This design comes from an exercise in tuning for small area and a short achievable clock period on the open sky130 flow, not from production work.
Function was checked by simulation only, so behaviour that the tests miss may differ from the original.

==> lagoon: inputs <==
// dlfloat16_fpu
module dlfloat16_fpu (
  input             clk,
  input             rst_n,
  input      [3:0]  op,
  input      [2:0]  rm,
  input      [31:0] op1,
  input      [15:0] op2,
  input      [15:0] op3,
  output     [31:0] result,
  output            invalid,
  output            inexact,
  output            overflow,
  output            underflow,
  output            div_by_zero
);
clock: 200.0 ns
lec_check: 0
abc_area: 1
cap_margin: 20
core_margin: 2
core_utilization: 60
slew_margin: 20
run.sh (not shown) runs the stock make flow with config.mk's settings and CLKGATE_MAP_FILE= SYNTH_SCRIPT=/design/flow/synth_recipe.tcl, a recipe that flattens the netlist after the stock synthesis.
==> tundra: changes against lagoon <==
--- a/flow/design.v
+++ b/flow/design.v
@@ -16,17 +16,19 @@
   endgenerate
   assign co = c[W];
 endmodule
 module fp_add (
   input  [15:0] x,
   input  [15:0] y,
   input         ys,
   output [19:0] add_pre,
-  output [19:0] fma_pre
+  output [19:0] fma_pre,
+  output        mag_gt,     
+  output        mag_eq      
 );
   wire [5:0] e1 = x[14:9];
   wire [5:0] e2 = y[14:9];
   wire [8:0] m1 = x[8:0];
   wire [8:0] m2 = y[8:0];
   wire       s1 = x[15];
   wire       s2 = ys;
   wire [5:0] u;
@@ -34,16 +36,18 @@
   rc_add #(6) u_ediff (.a(e1), .b(~e2), .ci(1'b0), .s(u), .co(gt));
   wire       eqe = &u;
   wire       m_lt, m_eq;
   wire [8:0] mdif;
   wire       mge;
   rc_add #(9) u_mcmp (.a(m1), .b(~m2), .ci(1'b1), .s(mdif), .co(mge));
   assign m_lt = ~mge;
   assign m_eq = (m1 == m2);
+  assign mag_gt = gt | (eqe & mge & ~m_eq);
+  assign mag_eq = eqe & m_eq;
   wire       z    = (e1 == 6'd0) | (e2 == 6'd0);
   wire       same = (s1 == s2);
   wire       xbig = gt | (eqe & mge & ~z);
   wire [5:0] lexp = gt ? e1 : e2;
   wire [8:0] bigm = xbig ? m1 : m2;
   wire [9:0] smlp = gt ? {2'b01, m2[8:1]} : {1'b1, (xbig ? m2 : m1)};
   wire [5:0] amt  = gt ? u : ~u;
   wire       far  = (amt[5:4] != 2'b00) | (amt[3] & (amt[2] | amt[1]));
@@ -262,50 +266,56 @@
   input  [1:0]  op,
   output [15:0] out
 );
   wire neg = (op == 2'b10);
   wire sgn = (op == 2'b11) ? a[15] : (op == 2'b00) ? ~a[15] : (op == 2'b01) ? (a[15] ^ b[15]) : ~a[15];
   assign out = {sgn, neg ? a[14:0] : b[14:0]};
 endmodule
 module fp_cmp (
-  input  [15:0] a,
-  input  [15:0] b,
+  input         sa,
+  input         sb,
+  input         mgt,
+  input         meq,
   input  [1:0]  op,
   output [15:0] out
 );
-  wire mgt = (a[14:0] > b[14:0]);
-  wire meq = (a[14:0] == b[14:0]);
-  wire eq  = (a[15] == b[15]) & meq;
-  wire gt  = (a[15] != b[15]) ? ~a[15] : (~meq & (mgt ^ a[15]));
+  wire eq  = (sa == sb) & meq;
+  wire gt  = (sa != sb) ? ~sa : (~meq & (mgt ^ sa));
   wire lt  = ~eq & ~gt;
   wire r = (op == 2'b11) ? lt : (op == 2'b00) ? eq : gt;
   assign out = {16{r}};
 endmodule
 module fp_i2f (
   input  [31:0] in_int,
   output [15:0] out
 );
   wire sign = in_int[31];
-  wire [31:0] ab = sign ? (32'd0 - in_int) : in_int;
-  wire [31:0] n0 = ab;
-  wire s4 = (n0[31:16] == 16'd0);
-  wire [31:0] n1 = s4 ? {n0[15:0], 16'd0} : n0;
-  wire s3 = (n1[31:24] == 8'd0);
+  wire [31:0] low;    
+  wire [31:0] ab;
+  assign low[0] = 1'b0;
+  genvar i;
+  generate
+    for (i = 1; i < 32; i = i + 1) begin : lo
+      assign low[i] = low[i-1] | in_int[i-1];
+    end
+  endgenerate
+  assign ab = in_int ^ ({32{sign}} & low);
+  wire s4 = ~|ab[31:16];
+  wire [31:0] n1 = s4 ? {ab[15:0], 16'd0} : ab;
+  wire s3 = ~|n1[31:24];
   wire [31:0] n2 = s3 ? {n1[23:0], 8'd0} : n1;
-  wire s2 = (n2[31:28] == 4'd0);
+  wire s2 = ~|n2[31:28];
   wire [31:0] n3 = s2 ? {n2[27:0], 4'd0} : n2;
-  wire s1 = (n3[31:30] == 2'd0);
+  wire s1 = ~|n3[31:30];
   wire [31:0] n4 = s1 ? {n3[29:0], 2'd0} : n3;
   wire s0 = ~n4[31];
   wire [31:0] n5 = s0 ? {n4[30:0], 1'd0} : n4;
-  wire [4:0] lz = {s4, s3, s2, s1, s0};
-  wire intmin = ab[31];
-  wire [5:0] ex = (ab == 32'd0) ? 6'd31 : 6'd62 - {1'b0, lz};
-  assign out = intmin ? 16'hFF00 : {sign, ex, n5[30:22]};
+  wire [5:0] ex = 6'd62 - {1'b0, s4, s3, s2, s1, s0};
+  assign out = ab[31] ? 16'hFF00 : {sign, ex, n5[30:22]};
 endmodule
 module fp_f2i (
   input  [15:0] a,
   output hi31,    
   output hi,      
   output lo       
 );
   wire ez = (a[14:9] == 6'd0);
@@ -372,17 +382,18 @@
   wire [19:0] mul_pre;
   wire [15:0] fprod;
   fp_mul u_mul (.a(q_a), .b(q_b), .mul_pre(mul_pre), .fprod(fprod));
   wire [15:0] addend = {q_c[15] ^ is_fms, q_c[14:0]};
   wire [15:0] ax = is_fma ? fprod  : q_a;
   wire [15:0] ay = is_fma ? addend : q_b;
   wire        ys = is_fma ? addend[15] : (q_b[15] ^ is_sub);
   wire [19:0] add_pre, fma_pre;
-  fp_add u_add (.x(ax), .y(ay), .ys(ys), .add_pre(add_pre), .fma_pre(fma_pre));
+  wire mag_gt, mag_eq;
+  fp_add u_add (.x(ax), .y(ay), .ys(ys), .add_pre(add_pre), .fma_pre(fma_pre), .mag_gt(mag_gt), .mag_eq(mag_eq));
   wire [19:0] div_pre, sqrt_pre;
   wire [4:0]  div_flags, sqrt_flags;
   fp_div  u_div  (.a(q_a), .b(q_b), .pre(div_pre), .flags(div_flags));
   fp_sqrt u_sqrt (.a(q_a), .pre(sqrt_pre), .flags(sqrt_flags));
   reg [19:0] to_round;
   always @(*) begin
     case (q_op)
       OP_ADD, OP_SUB: to_round = add_pre;
@@ -392,17 +403,17 @@
       default:        to_round = fma_pre;
     endcase
   end
   wire [15:0] rounded;
   fp_round u_round (.in1(to_round), .rn(q_rn), .out(rounded));
   wire [15:0] sgn_out;
   fp_sign u_sign (.a(q_a), .b(q_b), .op(q_op[1:0]), .out(sgn_out));
   wire [15:0] cmp_out;
-  fp_cmp u_cmp (.a(q_a), .b(q_b), .op(q_op[1:0]), .out(cmp_out));
+  fp_cmp u_cmp (.sa(q_a[15]), .sb(q_b[15]), .mgt(mag_gt), .meq(mag_eq), .op(q_op[1:0]), .out(cmp_out));
   wire [15:0] i2f_out;
   fp_i2f u_i2f (.in_int({q_c, q_a}), .out(i2f_out));
   wire f2i_hi31, f2i_hi, f2i_lo;
   fp_f2i u_f2i (.a(q_a), .hi31(f2i_hi31), .hi(f2i_hi), .lo(f2i_lo));
   reg [15:0] res_lo;
   always @(*) begin
     case (q_op)
       OP_SGNJ, OP_SGNJN, OP_SGNJX, OP_NEG: res_lo = sgn_out;
==> flow/flow/run.sh (new file) <==
#!/bin/bash
# Own flow: the standard layout (standard.sh, all steps), with one change in synthesis:
# ABC maps the logic with flow/area.abc, an area-oriented script, instead of ORFS's script.
# Everything else (Yosys passes, flattening, renaming, registers, floorplan to routing) is
# the standard flow's own.
set -euo pipefail
W="$(cd "$(dirname "${BASH_SOURCE[0]}")/.." && pwd)"
cd "$W"
{
  head -n 1 synth_recipe.tcl
  echo "proc abc {args} { set i [lsearch \$args -script]; lset args [expr {\$i + 1}] {$W/flow/area.abc}; yosys abc {*}\$args }"
  tail -n +2 synth_recipe.tcl
} > own_synth.tcl
sed "s#SYNTH_SCRIPT=[^ ]*#SYNTH_SCRIPT=$W/own_synth.tcl#" standard.sh > own_standard.sh
grep -q "SYNTH_SCRIPT=$W/own_synth.tcl" own_standard.sh
bash own_standard.sh > own_flow.log 2>&1
==> flow/flow/area.abc (new file) <==
strash
dch
map -a
topo
stime -c
dnsize -c
==> flow/standard.sh (new file) <==
#!/bin/bash
# synth_recipe.tcl (not shown) runs the flow's synth.tcl, then flattens the netlist and writes it again
# the make line also repeats each setting of config.mk as NAME=value (left out here)
make -C /OpenROAD-flow-scripts/flow DESIGN_CONFIG=/design/flow/config.mk WORK_HOME=/design/flow/orfs CLKGATE_MAP_FILE= SYNTH_SCRIPT=/design/flow/synth_recipe.tcl "${@:-finish}"
- ABC_AREA: 1 -> unset
removed: flow/run.sh
==> raven: changes against lagoon <==
--- a/flow/design.v
+++ b/flow/design.v
@@ -16,17 +16,19 @@
   endgenerate
   assign co = c[W];
 endmodule
 module fp_add (
   input  [15:0] x,
   input  [15:0] y,
   input         ys,
   output [19:0] add_pre,
-  output [19:0] fma_pre
+  output [19:0] fma_pre,
+  output        mag_gt,     
+  output        mag_eq      
 );
   wire [5:0] e1 = x[14:9];
   wire [5:0] e2 = y[14:9];
   wire [8:0] m1 = x[8:0];
   wire [8:0] m2 = y[8:0];
   wire       s1 = x[15];
   wire       s2 = ys;
   wire [5:0] u;
@@ -34,16 +36,18 @@
   rc_add #(6) u_ediff (.a(e1), .b(~e2), .ci(1'b0), .s(u), .co(gt));
   wire       eqe = &u;
   wire       m_lt, m_eq;
   wire [8:0] mdif;
   wire       mge;
   rc_add #(9) u_mcmp (.a(m1), .b(~m2), .ci(1'b1), .s(mdif), .co(mge));
   assign m_lt = ~mge;
   assign m_eq = (m1 == m2);
+  assign mag_gt = gt | (eqe & mge & ~m_eq);
+  assign mag_eq = eqe & m_eq;
   wire       z    = (e1 == 6'd0) | (e2 == 6'd0);
   wire       same = (s1 == s2);
   wire       xbig = gt | (eqe & mge & ~z);
   wire [5:0] lexp = gt ? e1 : e2;
   wire [8:0] bigm = xbig ? m1 : m2;
   wire [9:0] smlp = gt ? {2'b01, m2[8:1]} : {1'b1, (xbig ? m2 : m1)};
   wire [5:0] amt  = gt ? u : ~u;
   wire       far  = (amt[5:4] != 2'b00) | (amt[3] & (amt[2] | amt[1]));
@@ -151,40 +155,43 @@
 );
   wire [9:0] ma = {1'b1, a[8:0]};
   wire [9:0] mb = {1'b1, b[8:0]};
   wire s = a[15] ^ b[15];
   wire az = (a[14:0] == 15'd0);
   wire bz = (b[14:0] == 15'd0);
   wire ainf = (a[14:0] == 15'h7FFF);
   wire binf = (b[14:0] == 15'h7FFF);
-  reg [15:0] q;
-  reg [9:0]  r;
-  reg [10:0] t, d;
-  integer i;
-  always @(*) begin
-    q[15] = (ma >= mb);
-    r = q[15] ? (ma - mb) : ma;
-    for (i = 14; i >= 0; i = i - 1) begin
-      t = {r, 1'b0};
-      d = t - {1'b0, mb};
-      q[i] = (t >= {1'b0, mb});
-      r = q[i] ? d[9:0] : t[9:0];
+  wire [15:3] q;
+  wire [9:0]  r [3:15];
+  wire [10:0] d15 = {1'b0, ma} - {1'b0, mb};
+  assign q[15] = ~d15[10];
+  assign r[15] = q[15] ? d15[9:0] : ma;
+  genvar i;
+  generate
+    for (i = 14; i >= 3; i = i - 1) begin : row
+      wire [10:0] t = {r[i+1], 1'b0};
+      wire [11:0] dif = {1'b0, t} - {2'b0, mb};
+      assign q[i] = ~dif[11];
+      assign r[i] = q[i] ? dif[9:0] : t[9:0];
     end
-  end
+  endgenerate
+  wire st_hi = ({r[4], 2'b00} >= {2'b00, mb});
+  wire st_lo = ({r[3], 2'b00} >= {2'b00, mb});
+  wire nz4   = ({r[4], 4'b0000} >= {4'b0000, mb});
   wire [5:0]  e_temp = a[14:9] - b[14:9] + 6'd31;
   wire [5:0]  exp  = e_temp + {5'b0, q[15]};
-  wire [12:0] mant = q[15] ? q[14:2] : q[13:1];
+  wire [12:0] mant = q[15] ? {q[14:4], st_hi, 1'b0} : {q[13:3], st_lo, 1'b0};
   always @(*) begin
     flags = 5'b0;
     if (bz & az)        begin pre = {s, 15'h7FFF, 4'b0}; flags[4] = 1'b1; end
     else if (bz)        begin pre = {s, 15'h7FFF, 4'b0}; flags[0] = 1'b1; end
     else if (ainf)      begin pre = {s, 15'h7FFF, 4'b0}; flags[4] = binf; end
     else if (binf | az) begin pre = {s, 19'b0}; end
-    else                begin pre = {s, exp, mant}; flags[3] = (q[3:0] != 4'b0); end
+    else                begin pre = {s, exp, mant}; flags[3] = nz4; end
   end
 endmodule
 module sub_w #(parameter W = 4, parameter FAST = 1) (input [W-1:0] a, input [W-1:0] b, input ci, output [W-1:0] d, output ok);
   generate if (FAST) begin : f
     wire [W:0] t = {1'b0, a} + {1'b0, ~b} + {{W{1'b0}}, ci};
     assign d = t[W-1:0];
     assign ok = t[W];
   end else begin : r
@@ -262,50 +269,56 @@
   input  [1:0]  op,
   output [15:0] out
 );
   wire neg = (op == 2'b10);
   wire sgn = (op == 2'b11) ? a[15] : (op == 2'b00) ? ~a[15] : (op == 2'b01) ? (a[15] ^ b[15]) : ~a[15];
   assign out = {sgn, neg ? a[14:0] : b[14:0]};
 endmodule
 module fp_cmp (
-  input  [15:0] a,
-  input  [15:0] b,
+  input         sa,
+  input         sb,
+  input         mgt,
+  input         meq,
   input  [1:0]  op,
   output [15:0] out
 );
-  wire mgt = (a[14:0] > b[14:0]);
-  wire meq = (a[14:0] == b[14:0]);
-  wire eq  = (a[15] == b[15]) & meq;
-  wire gt  = (a[15] != b[15]) ? ~a[15] : (~meq & (mgt ^ a[15]));
+  wire eq  = (sa == sb) & meq;
+  wire gt  = (sa != sb) ? ~sa : (~meq & (mgt ^ sa));
   wire lt  = ~eq & ~gt;
   wire r = (op == 2'b11) ? lt : (op == 2'b00) ? eq : gt;
   assign out = {16{r}};
 endmodule
 module fp_i2f (
   input  [31:0] in_int,
   output [15:0] out
 );
   wire sign = in_int[31];
-  wire [31:0] ab = sign ? (32'd0 - in_int) : in_int;
-  wire [31:0] n0 = ab;
-  wire s4 = (n0[31:16] == 16'd0);
-  wire [31:0] n1 = s4 ? {n0[15:0], 16'd0} : n0;
-  wire s3 = (n1[31:24] == 8'd0);
+  wire [31:0] low;    
+  wire [31:0] ab;
+  assign low[0] = 1'b0;
+  genvar i;
+  generate
+    for (i = 1; i < 32; i = i + 1) begin : lo
+      assign low[i] = low[i-1] | in_int[i-1];
+    end
+  endgenerate
+  assign ab = in_int ^ ({32{sign}} & low);
+  wire s4 = ~|ab[31:16];
+  wire [31:0] n1 = s4 ? {ab[15:0], 16'd0} : ab;
+  wire s3 = ~|n1[31:24];
   wire [31:0] n2 = s3 ? {n1[23:0], 8'd0} : n1;
-  wire s2 = (n2[31:28] == 4'd0);
+  wire s2 = ~|n2[31:28];
   wire [31:0] n3 = s2 ? {n2[27:0], 4'd0} : n2;
-  wire s1 = (n3[31:30] == 2'd0);
+  wire s1 = ~|n3[31:30];
   wire [31:0] n4 = s1 ? {n3[29:0], 2'd0} : n3;
   wire s0 = ~n4[31];
   wire [31:0] n5 = s0 ? {n4[30:0], 1'd0} : n4;
-  wire [4:0] lz = {s4, s3, s2, s1, s0};
-  wire intmin = ab[31];
-  wire [5:0] ex = (ab == 32'd0) ? 6'd31 : 6'd62 - {1'b0, lz};
-  assign out = intmin ? 16'hFF00 : {sign, ex, n5[30:22]};
+  wire [5:0] ex = 6'd62 - {1'b0, s4, s3, s2, s1, s0};
+  assign out = ab[31] ? 16'hFF00 : {sign, ex, n5[30:22]};
 endmodule
 module fp_f2i (
   input  [15:0] a,
   output hi31,    
   output hi,      
   output lo       
 );
   wire ez = (a[14:9] == 6'd0);
@@ -359,30 +372,31 @@
   reg [3:0]  q_op;
   reg        q_rn;
   reg [15:0] q_a, q_b, q_c;
   always @(posedge clk) begin
     q_op <= op;
     q_rn <= (rm == 3'd0);
     q_a  <= op1[15:0];
     q_b  <= op2;
-    q_c  <= (op == OP_I2F) ? op1[31:16] : op3;
+    q_c  <= op[3] ? op1[31:16] : op3;    
   end
   wire is_sub  = (q_op == OP_SUB);
   wire is_fma  = (q_op == OP_FMA) | (q_op == OP_FMS);
   wire is_fms  = (q_op == OP_FMS);
   wire [19:0] mul_pre;
   wire [15:0] fprod;
   fp_mul u_mul (.a(q_a), .b(q_b), .mul_pre(mul_pre), .fprod(fprod));
   wire [15:0] addend = {q_c[15] ^ is_fms, q_c[14:0]};
   wire [15:0] ax = is_fma ? fprod  : q_a;
   wire [15:0] ay = is_fma ? addend : q_b;
   wire        ys = is_fma ? addend[15] : (q_b[15] ^ is_sub);
   wire [19:0] add_pre, fma_pre;
-  fp_add u_add (.x(ax), .y(ay), .ys(ys), .add_pre(add_pre), .fma_pre(fma_pre));
+  wire mag_gt, mag_eq;
+  fp_add u_add (.x(ax), .y(ay), .ys(ys), .add_pre(add_pre), .fma_pre(fma_pre), .mag_gt(mag_gt), .mag_eq(mag_eq));
   wire [19:0] div_pre, sqrt_pre;
   wire [4:0]  div_flags, sqrt_flags;
   fp_div  u_div  (.a(q_a), .b(q_b), .pre(div_pre), .flags(div_flags));
   fp_sqrt u_sqrt (.a(q_a), .pre(sqrt_pre), .flags(sqrt_flags));
   reg [19:0] to_round;
   always @(*) begin
     case (q_op)
       OP_ADD, OP_SUB: to_round = add_pre;
@@ -392,17 +406,17 @@
       default:        to_round = fma_pre;
     endcase
   end
   wire [15:0] rounded;
   fp_round u_round (.in1(to_round), .rn(q_rn), .out(rounded));
   wire [15:0] sgn_out;
   fp_sign u_sign (.a(q_a), .b(q_b), .op(q_op[1:0]), .out(sgn_out));
   wire [15:0] cmp_out;
-  fp_cmp u_cmp (.a(q_a), .b(q_b), .op(q_op[1:0]), .out(cmp_out));
+  fp_cmp u_cmp (.sa(q_a[15]), .sb(q_b[15]), .mgt(mag_gt), .meq(mag_eq), .op(q_op[1:0]), .out(cmp_out));
   wire [15:0] i2f_out;
   fp_i2f u_i2f (.in_int({q_c, q_a}), .out(i2f_out));
   wire f2i_hi31, f2i_hi, f2i_lo;
   fp_f2i u_f2i (.a(q_a), .hi31(f2i_hi31), .hi(f2i_hi), .lo(f2i_lo));
   reg [15:0] res_lo;
   always @(*) begin
     case (q_op)
       OP_SGNJ, OP_SGNJN, OP_SGNJX, OP_NEG: res_lo = sgn_out;
==> flow/flow/run.sh (new file) <==
#!/bin/bash
# Own flow: the standard layout (standard.sh, all steps), with one change in synthesis:
# ABC maps the logic with flow/area.abc, an area-oriented script, instead of ORFS's script.
# Everything else (Yosys passes, flattening, renaming, registers, floorplan to routing) is
# the standard flow's own.
set -euo pipefail
W="$(cd "$(dirname "${BASH_SOURCE[0]}")/.." && pwd)"
cd "$W"
{
  head -n 1 synth_recipe.tcl
  echo "proc abc {args} { set i [lsearch \$args -script]; lset args [expr {\$i + 1}] {$W/flow/area.abc}; yosys abc {*}\$args }"
  tail -n +2 synth_recipe.tcl
} > own_synth.tcl
sed "s#SYNTH_SCRIPT=[^ ]*#SYNTH_SCRIPT=$W/own_synth.tcl#" standard.sh > own_standard.sh
grep -q "SYNTH_SCRIPT=$W/own_synth.tcl" own_standard.sh
bash own_standard.sh > own_flow.log 2>&1
==> flow/flow/area.abc (new file) <==
strash
ifraig
scorr
dc2
strash
dch -f
map -a
topo
stime -c
dnsize -c
==> flow/standard.sh (new file) <==
#!/bin/bash
# synth_recipe.tcl (not shown) runs the flow's synth.tcl, then flattens the netlist and writes it again
# the make line also repeats each setting of config.mk as NAME=value (left out here)
make -C /OpenROAD-flow-scripts/flow DESIGN_CONFIG=/design/flow/config.mk WORK_HOME=/design/flow/orfs CLKGATE_MAP_FILE= SYNTH_SCRIPT=/design/flow/synth_recipe.tcl "${@:-finish}"
- ABC_AREA: 1 -> unset
removed: flow/run.sh
==> notes.md <==
- tundra went through all stages and came out clean. raven went through all stages and came out clean. lagoon went through all stages and came out clean.
- In tundra the setup slack is lower than in raven, by 0.20 ns.
- Fmax, highest first: lagoon, raven, tundra.
- Flip-flop and latch count is the same in lagoon and tundra.
- Wire length: raven < tundra < lagoon.

-- port drivers added, routing unchanged --
In the flow no input, the clock included, has a driving cell. The finished layouts below were timed again as built, in two steps. Step 1 assumes that a clkbuf_16 drives the clock port and a buf_2 every other input. Step 2 moves the port delays by t, midway between the first and last clock arrival at a register: inputs arrive t later, outputs are due t later. That takes back most of the time a late clock gives input paths. Slacks: ideal / step 1 / step 2; pairs: ideal / step 1.
run | shift t [ns] | setup WS [ns] | worst setup path at the end | clock arrival spread, ns | pins driven straight from the clock port
lagoon | 0.413 | 158.462 / 158.410 / 158.247 | input to register | 0.004 / 0.004 | 1
tundra | 0.436 | 158.230 / 158.254 / 157.818 | input to register | 0.028 / 0.028 | 1
raven | 0.422 | 158.425 / 158.381 / 158.152 | input to register | 0.022 / 0.022 | 1
After both steps every run listed still meets setup and hold. For tundra, which loses most, drivers alone change the setup slack by +0.024 ns; drivers and shift together by -0.412 ns.
